Source: an optimization exercise on an open RTL-to-GDS flow (aim: small area and a short achievable clock period). Production flows keep margins and buffers that such runs may drop.
RTL that was checked went through simulation tests only; none was proved equivalent to the original.

Design DSP, start of the top module:
module DSP(
input clk,
input rst,
input [15:0] dout,
output G2,
output [15:0] o
    );
reg [15:0] d0, d1, d2, d3, d4, d5, d6, d7;  
reg [18:0] sb;                              
reg [2:0]  co;                               
reg [3:0]  c;                               
reg [9:0]  q;                               
wire        old_ok = c[3];                  
wire [15:0] nd7    = ~(d7 & {16{old_ok}});    
wire [15:0] y;
wire rc1;
wire [5:0] ri1;
wire rc2;
wire [3:0] ri2;
wire rc3;
wire [2:0] rit;
wire [18:0] r;
wire ap_g0;
wire ap_p0;
wire ap_g1;
wire ap_p1;
wire ap_g2;
wire ap_p2;
wire ap_g3;
wire ap_p3;
wire ap_g4;
wire ap_p4;
wire ap_g5;
wire ap_p5;
wire ap_g6;
wire ap_p6;
wire ap_g7;
wire ap_p7;
wire ap_g8;
wire ap_p8;
wire ap_g9;
wire ap_p9;
wire ap_g10;
wire ap_p10;
wire ap_g11;
wire ap_p11;
wire ap_g12;
wire ap_p12;
wire ap_g13;
wire ap_p13;
wire ap_g14;
wire ap_p14;
wire ap_g15;
wire ap_p15;
wire ap_g16;
wire ap_p16;
wire ap_g17;
wire ap_p17;
wire ap_g18;
wire ap_p18;
wire ap_g0c;
wire ap_G1;
wire ap_G2;
wire ap_P2;
wire ap_G3;
  ...
export LEC_CHECK = 0
export CAP_MARGIN = 20
export CORE_MARGIN = 2
export CORE_UTILIZATION = 40
export CTS_BUF_LIST = sky130_fd_sc_hd__clkbuf_4 sky130_fd_sc_hd__clkbuf_8
export SLEW_MARGIN = 20
create_clock -name core_clock -period 16.0 [get_ports {clk}]
standard.sh (not shown) runs the stock make flow with config.mk's settings and CLKGATE_MAP_FILE= SYNTH_SCRIPT=/design/flow/synth_recipe.tcl, a recipe that flattens the netlist after the stock synthesis.
==> flow/flow/run.sh <==
#!/bin/bash
# Standard layout (bash standard.sh: the standard flow's own synthesis and ORFS steps), with
# two changes:
# - the port buffers are buf_2 cells instead of the default choice
#   (clkdlybuf4s50_1, a delay cell); every port is still buffered;
# - timing repair aims for 11.7 ns of setup slack at the design's clock period,
#   so the resizer speeds up the critical paths instead of stopping once the
#   16 ns period is met.
# The full output of the layout goes to standard.log.
set -euo pipefail
export BUFFER_PORTS_ARGS="-buffer_cell sky130_fd_sc_hd__buf_2"
export SETUP_SLACK_MARGIN=11.7
export CTS_ARGS="-sink_clustering_enable -repair_clock_nets -buf_list {sky130_fd_sc_hd__clkbuf_4 sky130_fd_sc_hd__clkbuf_8} -dont_use_dummy_load"
bash standard.sh > standard.log 2>&1
The starting point ran to the end with no violations.
==> next run, changes <==
--- a/flow/flow/run.sh
+++ b/flow/flow/run.sh
@@ -8 +8,2 @@
-#   16 ns period is met.
+#   16 ns period is met;
+# - clock tree synthesis inserts no dummy loads.
- CORE_UTILIZATION: 40 -> 60
Result: The changed run produced a clean layout. Routed wire length goes down by 0.55%. Final area goes down by 0.81%. Worst hold slack degrades by 0.0056 ns.
==> next run, changes <==
--- a/flow/flow/run.sh
+++ b/flow/flow/run.sh
@@ -8,2 +8 @@
-#   16 ns period is met;
-# - clock tree synthesis inserts no dummy loads.
+#   16 ns period is met.
@@ -14 +12,0 @@
-export CTS_ARGS="-sink_clustering_enable -repair_clock_nets -buf_list {sky130_fd_sc_hd__clkbuf_4 sky130_fd_sc_hd__clkbuf_8} -dont_use_dummy_load"
- CORE_UTILIZATION: 60 -> 40
- CTS_CLUSTER_SIZE: not set -> 30
What happened: Maximum frequency rises by 0.82%. Worst hold slack gains 0.019 ns. Final cell count rises by 8.9%.
==> next run, changes <==
- CTS_CLUSTER_SIZE: 30 -> not set
Effect:
- The changed run produced a clean layout
- via count does not change
- wire length does not change
- synthesized area does not change
- clock skew stays the same
- die area is unchanged
- final area is unchanged
- global-route usage stays the same
- utilization stays the same


Setup of job 101:
Another version of the RTL of DSP (not shown whole).
Size in the first run: about 490 cells after synthesis, about 35 I/O pins, ~0.0060 mm^2 of cells after synthesis.
Settings: LEC_CHECK=0, CAP_MARGIN=20, CORE_MARGIN=2, CORE_UTILIZATION=40, CTS_BUF_LIST=sky130_fd_sc_hd__clkbuf_4 sky130_fd_sc_hd__clkbuf_8, SLEW_MARGIN=20; clock period 16.0 ns.
==> flow/flow/run.sh <==
#!/bin/bash
# Standard layout, with the port buffers made of buf_2 cells instead of the
# default choice (clkdlybuf4s50_1, a delay cell). Every port is still buffered.
set -euo pipefail
export BUFFER_PORTS_ARGS="-buffer_cell sky130_fd_sc_hd__buf_2"
bash standard.sh > standard.log 2>&1
Job 101 finished end to end and its layout was clean on timing, DRC and antenna.
diff inputs: job 101 => job 103
==> flow/run.sh (new file) <==
#!/bin/bash
# synth_recipe.tcl (not shown) runs the flow's synth.tcl, then flattens the netlist and writes it again
# the make line also repeats each setting of config.mk as NAME=value (left out here)
make -C /OpenROAD-flow-scripts/flow DESIGN_CONFIG=/design/flow/config.mk WORK_HOME=/design/flow/orfs CLKGATE_MAP_FILE= SYNTH_SCRIPT=/design/flow/synth_recipe.tcl finish
removed: flow/flow/run.sh
removed: flow/standard.sh
Findings:
No stage failed in job 103, and the final checks on the layout all came back clean. Cell area after placement ended up 2.3% higher on job 103 than on job 101. Taking job 101 as the reference, in job 103 proportion of cell area occupied by registers fell by 0.87 points; transition time of the tightest slew-check pin fell by 0.0064 ns; via count rose by 1.4%. Non-clock buffer count went up by a few percent going from job 101 to job 103. Lower fraction of the cycle the final worst path needs goes to job 101 over job 103. Setup WNS job 101 -> job 103: worse. Higher met2 track demand over resource in global routing among job 101 and job 103: job 103.
Function was not checked in any run of this note: the RTL went through the layout flow alone.


DSP, a different RTL version from the one above (not shown whole).
Size: about 510 cells after synthesis, ~35 I/O pins, roughly 6000 sq um of cells after synthesis.
==> flow/design.v (excerpt) <==
module DSP(
input clk,
input rst,
input [15:0] dout,
output G2,
output [15:0] o
    );
export LEC_CHECK = 0
export CAP_MARGIN = 20
export CORE_MARGIN = 2
export CORE_UTILIZATION = 40
export SLEW_MARGIN = 20
create_clock -name core_clock -period 16.0 [get_ports {clk}]
==> flow/flow/run.sh <==
#!/bin/bash
# Standard layout (bash standard.sh: the standard flow's own synthesis and ORFS steps), with
# three changes:
# - the port buffers are buf_2 cells instead of the default choice
#   (clkdlybuf4s50_1, a delay cell); every port is still buffered;
# - timing repair aims for 11.9 ns of setup slack at the design's clock period,
#   so the resizer speeds up the critical paths instead of stopping once the
#   16 ns period is met;
# - clock tree synthesis uses a sky130_fd_sc_hd__clkbuf_16 root buffer, sky130_fd_sc_hd__clkbuf_8 buffers below it,
#   and inserts no dummy loads.
# The full output of the layout goes to standard.log.
set -euo pipefail
export BUFFER_PORTS_ARGS="-buffer_cell sky130_fd_sc_hd__buf_2"
export SETUP_SLACK_MARGIN=11.9
export CTS_ARGS="-sink_clustering_enable -repair_clock_nets -root_buf sky130_fd_sc_hd__clkbuf_16 -buf_list {sky130_fd_sc_hd__clkbuf_8} -dont_use_dummy_load"
bash standard.sh > standard.log 2>&1
The first run finished with timing, DRC and antenna clean.
==> next run, changes <==
Settings changed: CORE_UTILIZATION 40 to 50.
The changed run finished clean.
Worst setup slack loses 0.011 ns.
Core utilization grows by 10 points.
Non-clock buffer count stays the same.
Worst hold slack degrades by 0.0075 ns.
Cell count went down by a few percent.
Sequential share of layout area came out higher by 0.16 points.
==> next run, changes <==
Settings changed: CORE_UTILIZATION 50 to 30.
Fmax hardly moves.
Setup slack hardly moves.
Cell area rose by 2.7%.
Count of clock-buffer cells in the layout stays the same.
==> next run, changes <==
--- a/flow/flow/run.sh
+++ b/flow/flow/run.sh
@@ -6 +6 @@
-# - timing repair aims for 11.9 ns of setup slack at the design's clock period,
+# - timing repair aims for 11.8 ns of setup slack at the design's clock period,
@@ -14 +14 @@
-export SETUP_SLACK_MARGIN=11.9
+export SETUP_SLACK_MARGIN=11.8
Settings changed: CORE_UTILIZATION 30 to 40.
=> The changed run completed with no timing, DRC or antenna violations; synthesized cell count stays the same; first-iteration DRC count goes down by 21%; fmax hardly moves.


== job 6701 ==
DSP, a different RTL version from the one above (not shown whole).
For scale: roughly 170 flip-flops, ~35 I/O pins.
==> flow/config.mk <==
export PLATFORM = sky130hd
export DESIGN_NAME = DSP
export DESIGN_NICKNAME = DSP
export VERILOG_FILES = /design/flow/design.v
export SDC_FILE = /design/flow/constraint.sdc
export NUM_CORES = 4
export LEC_CHECK = 0
export CAP_MARGIN = 20
export CORE_MARGIN = 2
export CORE_UTILIZATION = 40
export CTS_BUF_LIST = sky130_fd_sc_hd__clkbuf_4 sky130_fd_sc_hd__clkbuf_8
export SLEW_MARGIN = 20
==> flow/constraint.sdc <==
create_clock -name core_clock -period 16.0 [get_ports {clk}]
set_input_delay 3.2000 -clock core_clock [delete_from_list [all_inputs] [get_ports {clk}]]
set_output_delay 3.2000 -clock core_clock [all_outputs]
set_load 0.01 [all_outputs]
==> flow/flow/run.sh <==
#!/bin/bash
# Standard layout, with the port buffers made of buf_2 cells instead of the
# default choice (clkdlybuf4s50_1, a delay cell), and timing repair aiming
# for more setup slack than the clock period needs. Every port is still buffered.
set -euo pipefail
export BUFFER_PORTS_ARGS="-buffer_cell sky130_fd_sc_hd__buf_2"
export SETUP_SLACK_MARGIN=12.0
bash standard.sh > standard.log 2>&1
The flow did not stop early for job 6701: all stages ran, and the layout cleared the timing, design-rule and antenna checks.
Modified inputs, job 1631 compared to job 6701
-- flow/flow/run.sh --
<<< job 6701, line 7
export SETUP_SLACK_MARGIN=12.0
>>> job 1631, line 7
export SETUP_SLACK_MARGIN=11.7
==> results.txt <==
Both conditions hold for job 1631: the flow ran to the end and the final layout passed the timing, design-rule and antenna checks.
Utilization job 6701 -> job 1631: down
In the flow results for job 1631 and job 6701, the data required time at the worst endpoint is smaller on job 6701.
Time the final worst path needs with I/O delays and setup up 35 ps in job 1631 wrt job 6701
Number of setup buffers added after CTS was higher in job 6701 than in job 1631.
Between job 6701 and job 1631, the flow reports routed wire length decreasing by a few percent.
Cmp job 1631 vs job 6701: post-route worst setup slack lower in job 1631
Compared with job 6701, filler-free cell count of the finished design in job 1631 decreased slightly.
What job 7005 does differently from job 1631 at the input level:
==> flow/flow/run.sh <==
#!/bin/bash
# Standard layout, with the port buffers made of buf_2 cells instead of the
# default choice (clkdlybuf4s50_1, a delay cell). Every port is still buffered.
set -euo pipefail
export BUFFER_PORTS_ARGS="-buffer_cell sky130_fd_sc_hd__buf_2"
bash standard.sh > standard.log 2>&1
==> comparison <==
- The required time of the critical path on job 7005 is in line with that on job 1631.
- Taking job 1631 as the reference, in job 7005 wire length of the first global-routing pass was more or less identical; global-route usage has remained practically unchanged.
- Re routed wire length: job 1631 was higher than job 7005.
- Relative to job 1631, the non-clock buffer count measured on job 7005 has decreased by a few percent.
No functional check of the RTL was part of any run of this note.


Another version of the RTL of DSP (not shown whole).
Size: ~510 cells after synthesis, roughly 35 I/O pins.
==> flow/config.mk <==
export PLATFORM = sky130hd
export DESIGN_NAME = DSP
export DESIGN_NICKNAME = DSP
export VERILOG_FILES = /design/flow/design.v
export SDC_FILE = /design/flow/constraint.sdc
export NUM_CORES = 4
export LEC_CHECK = 0
export CAP_MARGIN = 20
export CORE_MARGIN = 2
export CORE_UTILIZATION = 40
export SLEW_MARGIN = 20
==> flow/constraint.sdc <==
create_clock -name core_clock -period 16.0 [get_ports {clk}]
set_input_delay 3.2000 -clock core_clock [delete_from_list [all_inputs] [get_ports {clk}]]
set_output_delay 3.2000 -clock core_clock [all_outputs]
set_load 0.01 [all_outputs]
==> flow/flow/run.sh <==
#!/bin/bash
# Standard layout (bash standard.sh: the standard flow's own synthesis and ORFS steps), with
# three changes:
# - the port buffers are buf_2 cells instead of the default choice
#   (clkdlybuf4s50_1, a delay cell); every port is still buffered;
# - timing repair aims for 12.0 ns of setup slack at the design's clock period,
#   so the resizer speeds up the critical paths instead of stopping once the
#   16 ns period is met;
# - clock tree synthesis uses a sky130_fd_sc_hd__clkbuf_16 root buffer, sky130_fd_sc_hd__clkbuf_8 buffers below it,
#   and inserts no dummy loads.
# The full output of the layout goes to standard.log.
set -euo pipefail
export BUFFER_PORTS_ARGS="-buffer_cell sky130_fd_sc_hd__buf_2"
export SETUP_SLACK_MARGIN=12.0
export CTS_ARGS="-sink_clustering_enable -repair_clock_nets -root_buf sky130_fd_sc_hd__clkbuf_16 -buf_list {sky130_fd_sc_hd__clkbuf_8} -dont_use_dummy_load"
bash standard.sh > standard.log 2>&1
==> next run, changes <==
--- a/flow/flow/run.sh
+++ b/flow/flow/run.sh
@@ -4,5 +4,5 @@
 # - the port buffers are buf_2 cells instead of the default choice
 #   (clkdlybuf4s50_1, a delay cell); every port is still buffered;
-# - timing repair aims for 12.0 ns of setup slack at the design's clock period,
+# - timing repair aims for 11.9 ns of setup slack at the design's clock period,
 #   so the resizer speeds up the critical paths instead of stopping once the
 #   16 ns period is met;
@@ -12,5 +12,5 @@
 set -euo pipefail
 export BUFFER_PORTS_ARGS="-buffer_cell sky130_fd_sc_hd__buf_2"
-export SETUP_SLACK_MARGIN=12.0
+export SETUP_SLACK_MARGIN=11.9
 export CTS_ARGS="-sink_clustering_enable -repair_clock_nets -root_buf sky130_fd_sc_hd__clkbuf_16 -buf_list {sky130_fd_sc_hd__clkbuf_8} -dont_use_dummy_load"
 bash standard.sh > standard.log 2>&1
What happened: Sequential cell count stays the same; count of clock-buffer cells in the layout stays the same; fmax is lower slightly; area after synthesis is unchanged; setup slack degrades by 0.057 ns; final cell count is lower slightly.
==> next run, changes <==
==> flow/flow/run.sh (replaced) <==
#!/bin/bash
# Standard layout (bash standard.sh: the standard flow's own synthesis and ORFS steps), with
# three changes:
# - the port buffers are buf_2 cells instead of the default choice
#   (clkdlybuf4s50_1, a delay cell); every port is still buffered;
# - timing repair aims for 11.9 ns of setup slack at the design's clock period,
#   so the resizer speeds up the critical paths instead of stopping once the
#   16 ns period is met;
# - clock tree synthesis uses a sky130_fd_sc_hd__clkbuf_16 root buffer, sky130_fd_sc_hd__clkbuf_4 sky130_fd_sc_hd__clkbuf_8 buffers below it,
#   and inserts no dummy loads.
# The full output of the layout goes to standard.log.
set -euo pipefail
export BUFFER_PORTS_ARGS="-buffer_cell sky130_fd_sc_hd__buf_2"
export SETUP_SLACK_MARGIN=11.9
export CTS_ARGS="-sink_clustering_enable -repair_clock_nets -root_buf sky130_fd_sc_hd__clkbuf_16 -buf_list {sky130_fd_sc_hd__clkbuf_4 sky130_fd_sc_hd__clkbuf_8} -dont_use_dummy_load"
bash standard.sh > standard.log 2>&1
Clock-buffer cell count is unchanged; utilization is unchanged; area after synthesis does not change; sequential share of layout area is unchanged.


run 1:
RTL: one of the versions met above, not the one the previous note started from.
Size in the first run: ~520 cells after synthesis, about 35 I/O pins, ~6000 µm² of cells after synthesis.
clock: 16.0 ns
lec_check: 0
cap_margin: 20
core_margin: 2
core_utilization: 40
slew_margin: 20
==> flow/flow/run.sh <==
#!/bin/bash
# Standard layout (bash standard.sh: the standard flow's own synthesis and ORFS steps), with
# three changes:
# - the port buffers are buf_2 cells instead of the default choice
#   (clkdlybuf4s50_1, a delay cell); every port is still buffered;
# - timing repair aims for 11.8 ns of setup slack at the design's clock period,
#   so the resizer speeds up the critical paths instead of stopping once the
#   16 ns period is met;
# - clock tree synthesis uses a sky130_fd_sc_hd__clkbuf_16 root buffer, sky130_fd_sc_hd__clkbuf_8 buffers below it,
#   and inserts no dummy loads.
# The full output of the layout goes to standard.log.
set -euo pipefail
export BUFFER_PORTS_ARGS="-buffer_cell sky130_fd_sc_hd__buf_2"
export SETUP_SLACK_MARGIN=11.8
export CTS_ARGS="-sink_clustering_enable -repair_clock_nets -root_buf sky130_fd_sc_hd__clkbuf_16 -buf_list {sky130_fd_sc_hd__clkbuf_8} -dont_use_dummy_load"
bash standard.sh > standard.log 2>&1
Run 1 finished end to end and its layout was clean on timing, DRC and antenna.
Inputs modified between run 1 and run 2:
- putting CTS_BUF_LIST at sky130_fd_sc_hd__clkbuf_4 sky130_fd_sc_hd__clkbuf_8 where nothing was set
==> flow/flow/run.sh <==
#!/bin/bash
# Standard layout (bash standard.sh: the standard flow's own synthesis and ORFS steps), with
# two changes:
# - the port buffers are buf_2 cells instead of the default choice
#   (clkdlybuf4s50_1, a delay cell); every port is still buffered;
# - timing repair aims for 11.7 ns of setup slack at the design's clock period,
#   so the resizer speeds up the critical paths instead of stopping once the
#   16 ns period is met.
# The full output of the layout goes to standard.log.
set -euo pipefail
export BUFFER_PORTS_ARGS="-buffer_cell sky130_fd_sc_hd__buf_2"
export SETUP_SLACK_MARGIN=11.7
export CTS_ARGS="-sink_clustering_enable -repair_clock_nets -buf_list {sky130_fd_sc_hd__clkbuf_4 sky130_fd_sc_hd__clkbuf_8} -dont_use_dummy_load -sink_clustering_size 30 -sink_buffer_max_cap_derate 0.5"
bash standard.sh > standard.log 2>&1
--- outcome ---
- All of run 1 and run 2 finish clean.
- Fraction of area in registers sits higher in run 2 than in run 1.
- Taking run 1 as the reference, in run 2 global-route usage went down by 0.33 points; final standard cell area without fillers went down by 1.2%; final standard cell utilization of the core went down by 0.56 points; wire length after detailed routing went down by about 2%.

==> separate check: timing with driven ports <==
In the flow no input, the clock included, has a driving cell. The finished layouts below were timed again as built, in two steps.
Step 1 sets driving cells, clkbuf_16 on the clock port and buf_2 on the other inputs (assumed; they add their load-dependent delay and slew).
Step 2 also shifts input and output timing later by t, the mid clock arrival at the registers, as if the neighbouring blocks saw the same clock.
Three values: ideal, step 1, step 2; two values: the first two.
| run | t, ns | setup WS [ns] | worst data-port slew with drivers (ns) |
|---|---|---|---|
| the first run of note 1 | 0.471 | 11.802 / 11.819 / 11.349 | 0.03 |
| the second run of note 1 | 0.465 | 11.781 / 11.792 / 11.328 | 0.03 |
| the third run of note 1 | 0.477 | 11.815 / 11.831 / 11.354 | 0.03 |
| the fourth run of note 1 | 0.477 | 11.815 / 11.831 / 11.354 | 0.03 |
| job 101 | 0.468 | 11.071 / 11.091 / 10.623 | 0.03 |
| job 103 | 0.478 | 10.753 / 10.768 / 10.289 | 0.04 |
| the first run of note 3 | 0.398 | 11.984 / 11.965 / 11.606 | 0.03 |
| the second run of note 3 | 0.398 | 11.974 / 11.975 / 11.599 | 0.03 |
| the third run of note 3 | 0.399 | 11.977 / 11.958 / 11.594 | 0.03 |
| the fourth run of note 3 | 0.400 | 11.968 / 11.968 / 11.588 | 0.03 |
| job 6701 | 0.488 | 11.912 / 11.876 / 11.584 | 0.04 |
| job 1631 | 0.488 | 11.877 / 11.874 / 11.499 | 0.03 |
| job 7005 | 0.488 | 11.630 / 11.630 / 11.501 | 0.03 |
| the first run of note 5 | 0.396 | 12.014 / 11.974 / 11.632 | 0.05 |
| the second run of note 5 | 0.395 | 11.957 / 11.966 / 11.581 | 0.03 |
| the third run of note 5 | 0.395 | 11.957 / 11.966 / 11.581 | 0.03 |
| run 1 | 0.398 | 11.802 / 11.802 / 11.404 | 0.05 |
| run 2 | 0.609 | 11.779 / 11.745 / 11.349 | 0.03 |
After both steps setup and hold are still met in every run listed. The setup slack of job 103, which loses most, moves by +0.015 ns with the drivers and by -0.464 ns with both steps.
